What follows belongs to an exercise in optimizing a design on an open flow for small area; a production flow would make more cautious choices. In this exercise RTL edits were held to simulation tests only and were not proved equivalent to the original. The flow treats the clock pin as an ideal source, which a real chip does not have. Power is estimated from default activity; no workload was simulated.

==> flow/design.v (excerpt) <==
module axi4_straddle_convertor #
(
    parameter integer AXI_TUSER_L        = 161,
    parameter integer BUFFER_SIZE        = 4
)
(
    input wire                                  ACLK,
    input wire                                  ARESETN,
    input wire [AXI_TUSER_L-1:0]               S_AXIS_TUSER,
    input wire [511:0]                         S_AXIS_TDATA,
    input wire [15:0]                          S_AXIS_TKEEP,
    input wire                                 S_AXIS_TLAST,
    input wire                                 S_AXIS_TVALID,
    output wire                                S_AXIS_TREADY,
    output wire [AXI_TUSER_L-1:0]              M_AXIS_TUSER,
    output wire [511:0]                        M_AXIS_TDATA,
    output wire [15:0]                         M_AXIS_TKEEP,
    output wire                                M_AXIS_TLAST,
    output wire                                M_AXIS_TVALID,
    input wire                                 M_AXIS_TREADY,
    output reg [1:0]                           error_invalid_state
);
wire [1:0] is_sop      = S_AXIS_TUSER[65:64];
wire [1:0] is_eop      = S_AXIS_TUSER[77:76];
wire [1:0] is_sop0_ptr = S_AXIS_TUSER[69:68];
wire [3:0] is_eop0_ptr = S_AXIS_TUSER[83:80];
wire [3:0] is_eop1_ptr = S_AXIS_TUSER[87:84];
reg [1:0] wp0, rp0, wp1, rp1;
reg       f0, f1;               
reg       full0, full1;
reg [1:0] tlp_active;
reg [3:0] tracker;
reg       old_tlp;
reg [3:0] eop0, eop1;
reg       rfb0;                 
reg       out_sop;
assign S_AXIS_TREADY = !full0 && !full1;
wire fire = S_AXIS_TVALID && S_AXIS_TREADY;
reg [1:0] ac, an;
reg [3:0] tc;
reg       oc;
reg       ill_sop, ill_eop;
always @(*) begin
    ac = tlp_active;
    tc = tracker;
    oc = old_tlp;
    ill_sop = 1'b0;
  ...
==> flow/config.mk <==
export PLATFORM = sky130hd
export DESIGN_NAME = axi4_straddle_convertor
export DESIGN_NICKNAME = axi4_straddle_convertor
export VERILOG_FILES = /design/flow/design.v
export SDC_FILE = /design/flow/constraint.sdc
export NUM_CORES = 4
export LEC_CHECK = 0
export CAP_MARGIN = 10
export CORE_MARGIN = 2
export CORE_UTILIZATION = 70
export PLACE_DENSITY = 0.85
export SLEW_MARGIN = 10
export SYNTH_HIERARCHICAL = 1
export SYNTH_MINIMUM_KEEP_SIZE = 0
==> flow/constraint.sdc <==
create_clock -name core_clock -period 5.5 [get_ports {ACLK}]
set_input_delay 1.1000 -clock core_clock [delete_from_list [all_inputs] [get_ports {ACLK}]]
set_output_delay 1.1000 -clock core_clock [all_outputs]
set_load 0.01 [all_outputs]
standard.sh (not shown) runs the stock make flow with config.mk's settings and CLKGATE_MAP_FILE= SYNTH_SCRIPT=/design/flow/synth_recipe.tcl, a recipe that flattens the netlist after the stock synthesis.
==> flow/flow/run.sh <==
#!/bin/bash
set -o pipefail
export BUFFER_PORTS_ARGS="-buffer_cell sky130_fd_sc_hd__buf_1"
export CTS_ARGS="-sink_clustering_enable -repair_clock_nets -dont_use_dummy_load -buf_list sky130_fd_sc_hd__clkbuf_16 -sink_clustering_size 30 -sink_clustering_max_diameter 60"
export POST_CTS_TCL="$PWD/flow/downsize_buffers.tcl"
bash standard.sh > standard.log 2>&1
==> flow/flow/downsize_buffers.tcl <==
# POST_CTS hook: give each signal cell that placement-time repair sized up
# the smallest drive strength of the same cell whose output slew, and the
# slew at every pin it drives, stay under slew_limit (well inside the
# library's limits). Clock-tree cells are left alone. The global-route
# stage that follows repairs design rules and setup timing again with its
# own parasitics.
set slew_limit 0.6
set n_down 0
set area_saved 0.0
foreach inst [get_cells *] {
  set orig [get_property $inst ref_name]
  if {![regexp {^(sky130_fd_sc_hd__[a-z0-9]+)_([0-9]+)$} $orig -> base drive]} continue
  if {$drive <= 1} continue
  if {[regexp {clkbuf|clkinv|clkdlybuf|conb|tapvpwr|fill|diode|decap} $base]} continue
  set opins [get_pins -of_objects $inst -filter "direction == output"]
  if {[llength $opins] != 1} continue
  set opin [lindex $opins 0]
  set net [get_nets -of_objects $opin]
  if {$net eq ""} continue
  set orig_area [get_property [get_lib_cells */$orig] area]
  # smaller drive strengths of the same cell, smallest area first
  set cands {}
  foreach lc [get_lib_cells */${base}_*] {
    set n [get_property $lc name]
    if {![regexp "^${base}_(\[0-9\]+)\$" $n -> d]} continue
    set a [get_property $lc area]
    if {$a < $orig_area} { lappend cands [list $a $n] }
  }
  set done 0
  foreach c [lsort -real -index 0 $cands] {
    lassign $c c_area c_name
    replace_cell $inst $c_name
    set ok [expr {[get_property $opin slew_max] <= $slew_limit}]
    if {$ok} {
      foreach ld [get_pins -of_objects $net -filter "direction == input"] {
        if {[get_property $ld slew_max] > $slew_limit} { set ok 0; break }
      }
    }
    if {$ok} {
      incr n_down
      set area_saved [expr {$area_saved + $orig_area - $c_area}]
      set done 1
      break
    }
  }
  if {!$done} { replace_cell $inst $orig }
}
puts "downsize_buffers: downsized $n_down cells, saved $area_saved um^2"
detailed_placement
check_placement -verbose
The starting point passed the timing, design-rule and antenna checks.
Change:
==> flow/flow/run.sh (replaced) <==
#!/bin/bash
set -o pipefail
export BUFFER_PORTS_ARGS="-buffer_cell sky130_fd_sc_hd__buf_1"
export CTS_ARGS="-sink_clustering_enable -repair_clock_nets -dont_use_dummy_load -buf_list sky130_fd_sc_hd__clkbuf_16 -sink_clustering_size 32 -sink_clustering_max_diameter 60"
bash standard.sh > standard.log 2>&1
Settings changed: CORE_UTILIZATION 70 to 75, PLACE_DENSITY 0.85 to 0.9.
removed: flow/flow/downsize_buffers.tcl
This time the run produced a layout that fails on negative setup slack.
Setup slack is worse by 190 ps.
Via count rises by 5.5%.
Maximum frequency falls by 3.5%.
Clock-buffer cell count falls by 6.
Total power rises by 1.0%.
Combinational power rises by about 6%.

---

Setup of build 8:
Starting RTL as in the previous note.
Settings: LEC_CHECK=0, CAP_MARGIN=10, CORE_MARGIN=2, CORE_UTILIZATION=70, PLACE_DENSITY=0.85, SLEW_MARGIN=10, SYNTH_HIERARCHICAL=1, SYNTH_MINIMUM_KEEP_SIZE=0; clock period 5.5 ns.
==> flow/flow/run.sh <==
#!/bin/bash
set -o pipefail
export BUFFER_PORTS_ARGS="-buffer_cell sky130_fd_sc_hd__buf_1"
export CTS_ARGS="-sink_clustering_enable -repair_clock_nets -dont_use_dummy_load -buf_list sky130_fd_sc_hd__clkbuf_16 -sink_clustering_size 34 -sink_clustering_max_diameter 64"
bash standard.sh > standard.log 2>&1
### build 8 -> build 41
==> flow/flow/run.sh <==
#!/bin/bash
set -o pipefail
export BUFFER_PORTS_ARGS="-buffer_cell sky130_fd_sc_hd__buf_1"
export CTS_ARGS="-sink_clustering_enable -repair_clock_nets -dont_use_dummy_load -buf_list sky130_fd_sc_hd__clkbuf_16 -sink_clustering_size 30 -sink_clustering_max_diameter 60"
export POST_CTS_TCL="$PWD/flow/downsize_buffers.tcl"
bash standard.sh > standard.log 2>&1
==> flow/flow/downsize_buffers.tcl (new file) <==
# POST_CTS hook: give each signal cell that placement-time repair sized up
# the smallest drive strength of the same cell whose output slew, and the
# slew at every pin it drives, stay under slew_limit (well inside the
# library's limits) and whose worst setup slack stays above slack_floor.
# Clock-tree cells are left alone. The global-route
# stage that follows repairs design rules and setup timing again with its
# own parasitics.
set slew_limit 1.0
set slack_floor 0.9
set n_down 0
set area_saved 0.0
foreach inst [get_cells *] {
  set orig [get_property $inst ref_name]
  if {![regexp {^(sky130_fd_sc_hd__[a-z0-9]+)_([0-9]+)$} $orig -> base drive]} continue
  if {$drive <= 1} continue
  if {[regexp {clkbuf|clkinv|clkdlybuf|conb|tapvpwr|fill|diode|decap} $base]} continue
  set opins [get_pins -of_objects $inst -filter "direction == output"]
  if {[llength $opins] != 1} continue
  set opin [lindex $opins 0]
  set net [get_nets -of_objects $opin]
  if {$net eq ""} continue
  set orig_area [get_property [get_lib_cells */$orig] area]
  # smaller drive strengths of the same cell, smallest area first
  set cands {}
  foreach lc [get_lib_cells */${base}_*] {
    set n [get_property $lc name]
    if {![regexp "^${base}_(\[0-9\]+)\$" $n -> d]} continue
    set a [get_property $lc area]
    if {$a < $orig_area} { lappend cands [list $a $n] }
  }
  set done 0
  foreach c [lsort -real -index 0 $cands] {
    lassign $c c_area c_name
    replace_cell $inst $c_name
    set ok [expr {[get_property $opin slew_max] <= $slew_limit
                  && [get_property $opin slack_max] >= $slack_floor}]
    if {$ok} {
      foreach ld [get_pins -of_objects $net -filter "direction == input"] {
        if {[get_property $ld slew_max] > $slew_limit} { set ok 0; break }
      }
    }
    if {$ok} {
      incr n_down
      set area_saved [expr {$area_saved + $orig_area - $c_area}]
      set done 1
      break
    }
  }
  if {!$done} { replace_cell $inst $orig }
}
puts "downsize_buffers: downsized $n_down cells, saved $area_saved um^2"
detailed_placement
check_placement -verbose
- The post-route worst hold slack was comparable across build 8 and build 41.
- Of build 8 and build 41, the run reporting the higher endpoint arrival time on the critical path was build 41.
- According to the power report, total power for build 41 is higher than for build 8.
- Going from build 8 to build 41, worst reg2reg path depth dropped 2; highest ir drop seen on vdd dropped 11%; total of flip-flops plus latches after synthesis barely changed; clock buffer and inverter area fraction after layout climbed 0.20 points.
- Relative to build 8, setup slack has gone down in build 41.
- [flow] build 41 | stages: complete | final checks: fail | reason: negative setup slack
- Changes observed in build 41 relative to build 8: cell area fell 0.92%, total number of clock tree sinks about even.
--- input diff build 41..build 9 ---
--- a/flow/flow/run.sh
+++ b/flow/flow/run.sh
@@ -4,3 +4,2 @@
 export CTS_ARGS="-sink_clustering_enable -repair_clock_nets -dont_use_dummy_load -buf_list sky130_fd_sc_hd__clkbuf_16 -sink_clustering_size 30 -sink_clustering_max_diameter 60"
-export POST_CTS_TCL="$PWD/flow/downsize_buffers.tcl"
 bash standard.sh > standard.log 2>&1
removed: flow/flow/downsize_buffers.tcl
Findings:
Of build 9 and build 41, only build 9 finishes the flow clean. Post-route total power: build 9 vs build 41, no meaningful difference. Comparing build 41 against build 9, there is no change at all in number of inverters outside the clock class in the layout. | count of plain and timing-repair buffers | build 41 vs build 9 | ≈ equal |. Looking at worst setup slack across both flows, build 9 is the stronger of the two, with build 41 trailing. For number of global-route vias before repair, build 9 and build 41 come out practically identical. Per the comparison of build 9 with build 41, total non-filler cell area in the finished layout rose 1.1%, sum of routed wire length over all layers saw little to no change, sequential cell fraction of total power saw little to no change.
## Diff of input files: build 30 against build 9
- CORE_UTILIZATION now 65, was 70
- PLACE_DENSITY now 0.8, was 0.85
==> flow/flow/run.sh <==
#!/bin/bash
# Own layout flow: the standard flow (the standard.sh) with
# minimum-size port buffers, a clock tree of larger leaf clusters without
# dummy loads, and downsizing of non-critical cells after global routing.
set -o pipefail
export BUFFER_PORTS_ARGS="-buffer_cell sky130_fd_sc_hd__buf_1"
export CTS_ARGS="-sink_clustering_enable -repair_clock_nets -dont_use_dummy_load -buf_list sky130_fd_sc_hd__clkbuf_16 -sink_clustering_size 24 -sink_clustering_max_diameter 80"
export RECOVER_POWER=100
bash standard.sh > standard.log 2>&1
Notes after the runs:
- Summary of build 30 over build 9: setup clock skew after layout decreased 0.0086 ns; routed length on met1 increased about 9%; routed wire length essentially unchanged; flip-flop and latch share of the layout cell area increased 0.17 points; maximum frequency decreased 5.0 MHz.
- Compared build 30 vs build 9, and y dimension of the die is up in build 30.
- Summary of build 30 over build 9: power after layout grew by 290 uW; peak supply drop grew by about 1.8%; global-route wire length before repair grew by 2.6 mm; worst setup slack shrank by 0.14 ns.
- Status build 30: flow complete, layout not clean - max-capacitance violations, max-slew violations

==> re-timing with driven ports <==
In the flow no input, the clock included, has a driving cell. The finished layouts below were timed again as built, in two steps. Step 1 sets driving cells, clkbuf_16 on the clock port and buf_2 on the other inputs (assumed; they add their load-dependent delay and slew). Step 2, shift: input delay + t, output delay - t, t = (earliest + latest rising clock arrival at the registers) / 2. This alone moves slack from input paths to output paths. a / b / c = ideal / step 1 / step 2; a / b = the first two.
run	shift t [ns]	setup WS [ns]	worst setup path at the end	cell pins on the clock port's net
the first run of note 1	0.952	0.171 / 0.074 / 0.079	input to register	1
the second run of note 1	0.978	-0.019 / -0.122 / 0.623	input to register	1
build 8	0.948	0.247 / 0.150 / 0.261	input to register	1
build 41	0.954	-0.001 / -0.100 / -0.383	input to register	1
build 9	0.939	0.312 / 0.215 / 0.330	input to register	1
build 30	0.951	0.175 / 0.114 / -0.689	input to register	1
For build 30, which loses most, drivers alone change the setup slack by -0.061 ns; drivers and shift together by -0.864 ns.
